Background: an optimization exercise with open tools, aiming at small area and a short achievable clock period. Do not read the settings as production practice. Function was checked by simulation only, so behaviour that the tests miss may differ from the original.

## flow/design.v (module list and top-level ports; edited modules follow where they fit)
// module IIR: 1298 lines
// module IIR_fa: 4 lines
// module IIR_ha: 4 lines
module IIR
          (clk,
           reset,
           clk_enable,
           In1,
           ce_out,
           Out1);
  // ...
==> flow/flow/run.sh <==
#!/bin/bash
# Standard ORFS layout, with port buffers of a plain buffer cell and timing
# repair aimed below the clock period (the SDC is unchanged).
set -euo pipefail
bash standard.sh SETUP_SLACK_MARGIN=5.0 "BUFFER_PORTS_ARGS=-buffer_cell sky130_fd_sc_hd__buf_2" ABC_AREA=1 finish > flow_make.log 2>&1
==> flow/standard.sh <==
#!/bin/bash
# synth_recipe.tcl (not shown) runs the flow's synth.tcl, then flattens the netlist and writes it again
# the make line also repeats each setting of config.mk as NAME=value (left out here)
make -C /OpenROAD-flow-scripts/flow DESIGN_CONFIG=/design/flow/config.mk WORK_HOME=/design/flow/orfs CLKGATE_MAP_FILE= SYNTH_SCRIPT=/design/flow/synth_recipe.tcl "${@:-finish}"
==> flow/config.mk <==
export PLATFORM = sky130hd
export DESIGN_NAME = IIR
export DESIGN_NICKNAME = IIR
export VERILOG_FILES = /design/flow/design.v
export SDC_FILE = /design/flow/constraint.sdc
export NUM_CORES = 4
export LEC_CHECK = 0
export CAP_MARGIN = 20
export CORE_MARGIN = 2
export CORE_UTILIZATION = 40
export SLEW_MARGIN = 20
export SYNTH_HIERARCHICAL = 1
export SYNTH_MINIMUM_KEEP_SIZE = 0
export TNS_END_PERCENT = 0
==> flow/constraint.sdc <==
create_clock -name core_clock -period 10.0 [get_ports {clk}]
set_input_delay 2.0000 -clock core_clock [delete_from_list [all_inputs] [get_ports {clk}]]
set_output_delay 2.0000 -clock core_clock [all_outputs]
set_load 0.01 [all_outputs]
==> run summary, run 1 <==
CLK BUF=11; Fmax=210.6 MHz; Crit path depth=17; count of pins over their slew limit=0; ANT cells=0; routed wire length=about 27 mm; Crit. End Element=flop; H-tree depth=3; Clock transition at path regs=approximately 0.070 ns; GPL Wtd Cong=0.7793; Yosys warnings=7; Layout Nets=1749; max-cap viol count=0; pin count of the biggest net entering global routing=80; fraction of registers with async set/reset=100.0%; Post-Layout Cell Count=1811; Synth Area in Compound Gates=under 10%; CTS tree=yes; CP max FO=10; Post-CTS Setup Inserts=20; slowest CP cell=fa_1; Worst Path Arrival=~5.0 ns; final worst slack=5.251 ns; r2r setup slk=5.25 ns; Hold Path Class=flop to flop; Mean Syn Cell Area=~8.6 sq um; final setup fails=0; Final Instance Area=12930 sq um; Seq area share=16.32%; via density per instance=about 5.0; CTS root buf=clkbuf_16; Well Taps=384; DP Worst Slack=around 4.5 ns; adder-cell share of the synthesized area=44.99%; status=complete, no violations
==> run 2: changes to the inputs <==
==> flow/flow/run.sh (replaced) <==
#!/bin/bash
# Standard ORFS layout, with port buffers of a plain buffer cell and timing
# repair aimed below the clock period (the SDC is unchanged).
set -euo pipefail
bash standard.sh SETUP_SLACK_MARGIN=5.3 "BUFFER_PORTS_ARGS=-buffer_cell sky130_fd_sc_hd__buf_2" ABC_AREA=1 CORE_UTILIZATION=55 finish > flow_make.log 2>&1
==> run 2 against run 1 <==
Routed wire length up 0.25%. Die area decreased by 27%. Area after synthesis stayed put. Maximum frequency rose by 5.1%. Non-clock buffer count grew 21. Register-to-register slack gained 0.23 ns. Synthesized cell count unchanged. Core utilization grew 18 points. Via count down 0.28%.
==> run summary, run 2 <==
status=complete, no violations; CTS root buf=clkbuf_16; initial antenna violation count=0; Yosys top cell area share=31.91%; per-cell routed wire length=about 16 microns; gr ovfl total=0; clock latency (worst-skew pair)=0.35 ns; die height=149.7 microns; first drt pass iteration count=5; Worst setup SP type=flop; CTS max path bufs=2; Crit. End Element=flop; ANT cells=0 (unchanged); Seq/Total Area, Yosys=17.92%; RSZ-0062 raised after global routing=yes; Worst Path Arrival=4.77 ns (-0.18 ns); Layout Nets=1770 (+1.2%); DR DRC count=0; H-tree depth=3 (unchanged); Post-Synthesis Cells=1354; CP max FO=5 (-5); vias in the first global route=9054; Clock transition at path regs=0.08 ns (about the same); Std-Cell Rows=53; TritonCTS Buffers=9; distinct cell type count after synthesis=43; Final Skew=around 0.015 ns; Hold Path Class=flop to flop; PortBufs=30; cell total after placement=1657; Routed Antenna Nets=0; synth top area cells=fa_1 (32%), dfrtp_1 (15%), ha_1 (13%), nand2_1 (11%), inv_1 (6.1%); Fmax=221.3 MHz (+5.1%); CTS Sinks=83; Post-synth EDFFs=0; Multi-input gate area=8825 sq um; GPL Wtd Cong=0.8381 (+7.5%); most frequent cells in the layout=nand2_1 (349), fa_1 (184), inv_1 (179); die area=roughly 22000 sq um; die width=149.7 microns; Final HPWL DP=between 15 and 20 mm; I/O pin cnt=36; Yosys warnings=7 (unchanged); routed wire length=27.23 mm (+0.25%); Hold Vio Cnt, Final=0; Layout fillers=1877; Mean Syn Cell Area=8.619 sq um (unchanged); required time of the critical path=10.25 ns; CTS tree=yes; Initial Util=55.69%; most frequent cells after synthesis=nand2_1 (351), inv_1 (191), fa_1 (186); WS Path Type=flop to flop; final period utilization=between 40% and 50%; fraction of registers with async set/reset=100.0% (unchanged); Seq cells post-synth=83; Top FF cell, synth=dfrtp_1; most common cell after layout, fill and taps aside=nand2_1; Reg area=2117 sq um; Top reg by flops=t; Syn Nets=~1.7k; GRT Util Overall=26.42%; count of pins over their slew limit=0 (unchanged); max FFs per register=17; pin count of the biggest net entering global routing=80 (unchanged); Synth area leader=fa_1; first-pass GRT wire length=45.44 mm; final setup fails=0 (unchanged); cts hold-fix bufs=0; share of cells above drive strength 1=14.02%; DR iter-0 viols=365; via count=around 8.9k; final setup TNS=0 ns; worst rel slew slack=between 40% and 50%; post-layout min period=4.518 ns; Mapped Area=11670 sq um; top-count cell post-synth=nand2_1; max-cap viol count=0 (unchanged); via density per instance=5.194 (+4.8%); Placeable Area=20960 sq um; Worst Tran Pin Value=a little under 0.9 ns; Post-Layout Cell Count=1723 (-4.9%); area grow syn2layout=12.38%
==> run 2: repair_timing <==
| action | CTS | global route |
|---|---|---|
| endpoints found under the setup margin | 28 | 26 |
| setup buffers | 22 | 28 |
| pin swaps | 0 | 6 |
| gates resized for setup | 29 | 31 |
==> run 2: area by class of cell <==
class / count / share of cell area (%)
sequential: 83 / 16.14
inverter: 196 / 5.877
timing repair buffer: 98 / 5.772
tap: 275 / 2.624
multi-input combinational: 1055 / 67.29
clock buffer: 10 / 1.746
clock inverter: 6 / 0.5533
==> run 2: per-stage QoR <==
| stage | setup slack (ns) | hold slack (ns) | cell area, sq um | utilization, % |
|---|---|---|---|---|
| after floorplan | 5.415 | 0.4494 | 11670 | - |
| after global placement | 4.736 | 0.4578 | 12200 | 58.24 |
| after detailed placement | 4.670 | 0.4641 | 12200 | 58.24 |
| after CTS | 5.274 | 0.4828 | 12760 | 60.91 |
| after global routing | 5.255 | 0.4980 | 13120 | 62.59 |
| final | 5.482 | 0.4776 | 13120 | 62.59 |
==> run 2: cells by family (layout without fill, tap and decap cells) <==
family / Yosys count / in the layout / synth area share [%]
AO/OA/AOI/OAI: 142 / 142 / 7.066
buffers and inverters: 216 / 310 / 7.130
adder cells (fa/ha/maj): 308 / 308 / 44.99
AND/OR/NAND/NOR: 588 / 588 / 21.67
XOR/XNOR: 16 / 16 / 1.201
other: 1 / 1 / 0.03213
flip-flops: 83 / 83 / 17.92
==> run 2: worst max-delay path, cell delays in order (launching register included) <==
cell and delay [ns]:
dfrtp_1 0.40, buf_12 0.14, buf_4 0.16, fa_1 0.49, fa_1 0.40, fa_1 0.51, fa_1 0.45, fa_1 0.47
ha_1 0.34, nand2_1 0.09, o21bai_1 0.16, nand2_1 0.13, nand2_1 0.08, nand2_2 0.11, inv_1 0.06, nand2_2 0.12
nand2_2 0.08, nand2_1 0.06, nand2_1 0.04, nand3_1 0.06, nand2_1 0.05
==> run 2: final timing paths <==
path | start | end | slack, ns | cells past startpoint
max reg2reg | s[11] | s[14] | 5.48 | 20
min | o[0] | o[0] | 0.48 | 2
min reg2reg | o[0] | o[0] | 0.48 | 2
min in group asynchronous | reset | vr[3] | 1.74 | 2
max in group asynchronous | reset | s[3] | 7.05 | 3
max | s[11] | s[14] | 5.48 | 20
==> run 2: modules after synthesis (local to each module, per instance) <==
module / flops+latches / cells / cell area [sq um]
IIR_fa: 0 / 1 / 20.02
IIR: 83 / 1131 / 7513
IIR_ha: 0 / 1 / 12.51
==> run 2: layer usage <==
layer	track usage, %	wire [microns]	up-vias
li1	-	-	4461
met1	37.77	12880	4309
met3	3.415	1180	20
met5	0	0	-
met2	43.85	12880	159
met4	5.047	289	0
==> run 3: changes to the inputs <==
==> flow/flow/run.sh (replaced) <==
#!/bin/bash
# Standard ORFS layout, with port buffers of a plain buffer cell and timing
# repair aimed below the clock period (the SDC is unchanged).
set -euo pipefail
bash standard.sh SETUP_SLACK_MARGIN=5.3 "BUFFER_PORTS_ARGS=-buffer_cell sky130_fd_sc_hd__buf_2" ABC_AREA=1 finish > flow_make.log 2>&1
==> run 3 against run 2 <==
First-iteration DRC count up 36%. Global-route usage down 7.1 points. Maximum frequency down 0.14%. Design area up 0.81%. Highest routed layer unchanged. Critical path depth down 1. Non-clock buffer count down 4. Still clean on timing, DRC and antenna.
==> run summary, run 3 <==
Hold Vio Cnt, Final=0 (unchanged); CP max FO=10 (+5); first drt pass iteration count=5 (unchanged); Std-Cell Rows=62 (+17%); most frequent cells after synthesis=nand2_1 (351), inv_1 (191), fa_1 (186); Top FF cell, synth=dfrtp_1; RSZ-0062 raised after global routing=yes; worst rel slew slack=41.05% (+0.16 points); final worst slack=5.475 ns (-0.006300 ns); multiplexer area fraction after synthesis=0% (unchanged); Synth area leader=fa_1; post-synthesis xor/xnor area fraction=1.201% (unchanged); routed wire length=27.65 mm (+1.5%); Post-Layout Cell Count=1828 (+6.1%); gr ovfl total=0 (unchanged); Layout Nets=1766 (-0.23%); top-count cell post-synth=nand2_1; most common cell after layout, fill and taps aside=nand2_1; DR iter-0 viols=495 (+36%); PortBufs=30 (unchanged); die area=30560 sq um (+36%); count of pins over their slew limit=0 (unchanged); die height=174.8 microns (+17%); max FFs per register=17 (unchanged); Layout fillers=2803 (+49%); Final Skew=0.009788 ns (-0.005445 ns); Routed Antenna Nets=0 (unchanged); Hold Path Class=flop to flop; worst-path cell chain=buf_6 -> fa_1 -> fa_1 -> fa_1 -> fa_1 -> fa_1 -> ha_4 -> nand2_1 -> o21bai_1 -> nand2_1 -> nand2_1 -> nand2_2 -> inv_1 -> nand2_2 -> nand2_2 -> nand2_1 -> nand2_1 -> nand3_1 -> nand2_1; post-layout min period=4.525 ns (+0.006300 ns); initial antenna violation count=0 (unchanged); clock latency (worst-skew pair)=0.35 ns (about the same); Mean Syn Cell Area=8.619 sq um (unchanged); crit path buf inv count=2 (-1); Worst setup SP type=flop; CTS max path bufs=2 (unchanged); Placeable Area=28700 sq um (+37%); Final Util=46.06% (-17 points); area grow syn2layout=13.29%; Seq cells post-synth=83 (unchanged); die width=174.8 microns (+17%); most frequent cells in the layout=nand2_1 (349), fa_1 (184), inv_1 (179); cts hold-fix bufs=0 (unchanged); per-cell routed wire length=15.13 microns (-4.3%); largest family of logic cells by synthesized area=adder cells; CTS tree=yes; Most Frequent Cell on Critical Path=nand2_1; Worst Path Arrival=4.76 ns (about the same); Post-Synthesis Cells=1354 (unchanged); Seq/Total Area, Yosys=17.92% (unchanged); max-cap viol count=0 (unchanged); Top reg by flops=t; Crit. End Element=flop; vias in the first global route=9326 (+3.0%); CP peak stage delay=0.53 ns (+0.02 ns); Crit path max-delay family=adder cells; GRT Util Overall=19.35% (-7.1 points); Yosys warnings=7 (unchanged); status=complete, no violations; via density per instance=4.945 (-4.8%); Fmax=221.0 MHz (-0.14%); via count=9040 (+1.0%); first-pass GRT wire length=46.62 mm (+2.6%); synth top area cells=fa_1 (32%), dfrtp_1 (15%), ha_1 (13%), nand2_1 (11%), inv_1 (6.1%); fraction of registers with async set/reset=100.0% (unchanged); share of cells above drive strength 1=13.78% (-0.24 points); DR DRC count=0 (unchanged); Post-Synth Simple-Gate Area=21.67% (unchanged); Synth Area in Compound Gates=7.066% (unchanged); Yosys top cell area share=31.91% (unchanged); adder-cell share of the synthesized area=44.99% (unchanged); CTS Sinks=83 (unchanged); Post-synth EDFFs=0 (unchanged); Final HPWL DP=20.06 mm (+1.4%); WS Path Type=flop to flop; TritonCTS Buffers=9 (unchanged); pin count of the biggest net entering global routing=80 (unchanged); Initial Util=40.66% (-15 points); CTS root buf=clkbuf_16; final period utilization=45.25% (+0.063 points); worst hold slack=0.4760 ns (-0.001624 ns); Mapped Area=11670 sq um (unchanged); required time of the critical path=10.24 ns (about the same); Clock transition at path regs=0.07 ns (about the same); distinct cell type count after synthesis=43 (unchanged); slowest CP cell=fa_1; GPL Wtd Cong=0.7793 (-7.0%); Syn Nets=1681 (unchanged); cell total after placement=1764 (+6.5%); DP Worst Slack=4.504 ns (-0.1655 ns); ANT cells=0 (unchanged); Worst Tran Pin Value=0.8843 ns (-0.002439 ns); I/O pin cnt=36 (unchanged); final setup TNS=0 ns (unchanged); final setup fails=0 (unchanged); H-tree depth=3 (unchanged)
-- run 3: per-module statistics from Yosys, one instance, submodules excluded --
module | flops+latches | area (sq um) | times used
IIR | 83 | 7513 | 1
IIR_fa | 0 | 20.02 | 182
IIR_ha | 0 | 12.51 | 41
-- run 3: metal layers --
layer | up-vias | share of wire [%] | track usage [%]
li1 | 4458 | - | -
met1 | 4463 | 47 | 26.63
met2 | 101 | 49 | 33.14
met3 | 18 | 2.4 | 2.219
met4 | 0 | 1.1 | 3.889
met5 | - | 0 | 0
-- run 3: kinds of logic (layout without fill, tap and decap cells) --
group                    Yosys count  after routing
adder cells (fa/ha/maj)          308            308
other                              1              1
AO/OA/AOI/OAI                    142            142
AND/OR/NAND/NOR                  588            588
XOR/XNOR                          16             16
flip-flops                        83             83
buffers and inverters            216            306
-- run 3: worst reg2reg max path: cells and delay by family, from the launching register on --
| kind | cells | cell delay, ns |
|---|---|---|
| adder cells (fa/ha/maj) | 6 | 2.68 |
| AND/OR/NAND/NOR | 10 | 0.83 |
| flip-flops | 1 | 0.50 |
| buffers and inverters | 2 | 0.25 |
| AO/OA/AOI/OAI | 1 | 0.17 |
-- run 3: final timing paths --
path	endpoint	startpoint	cells past startpoint	slack, ns
hold reg to reg	o[0]	o[0]	2	0.48
min in group asynchronous	o[2]	reset	2	1.70
setup reg to reg	s[14]	s[11]	19	5.48
max in group asynchronous	s[15]	reset	3	7.09
setup / recovery	s[14]	s[11]	19	5.48
hold / removal	o[0]	o[0]	2	0.48
-- run 3: cell type report --
class	count	area, sq um	share of cell area (%)
clock buffer	11	242.7	1.836
clock inverter	5	38.79	0.2934
inverter	196	774.5	5.858
multi-input combinational	1055	8817	66.69
sequential	83	2112	15.97
tap	384	480.5	3.634
timing repair buffer	94	755.7	5.716
-- run 3: through the flow --
stage                     cell area [sq um]
after floorplan                       11670
after global placement                12330
after detailed placement              12330
after CTS                             12970
after global routing                  13220
final                                 13220
-- run 3: timing repair --
item / CTS / global route
gates resized for setup: 26 / 27
endpoints found under the setup margin: 32 / 23
setup buffers: 32 / 16
pin swaps: 0 / 7

[static timing again, ports no longer ideal]
How much do the figures lean on ideal ports? The routed layouts below were timed once more, with nothing changed but the port constraints.
Step 1 assumes that a clkbuf_16 drives the clock port and a buf_2 every other input.
Step 2 moves the port delays by t, midway between the first and last clock arrival at a register: inputs arrive t later, outputs are due t later. That takes back most of the time a late clock gives input paths.
a / b / c = ideal ports / drivers / drivers and shift; a / b = the first two.
| run | shift t [ns] | slack for setup (ns) | hold slack, ns |
|---|---|---|---|
| run 1 | 0.395 | 5.251 / 5.251 / 5.251 | 0.476 / 0.476 / 0.476 |
| run 2 | 0.395 | 5.482 / 5.482 / 5.482 | 0.478 / 0.478 / 0.478 |
| run 3 | 0.395 | 5.475 / 5.475 / 5.475 | 0.476 / 0.476 / 0.476 |
After both steps setup and hold are still met in every run listed.
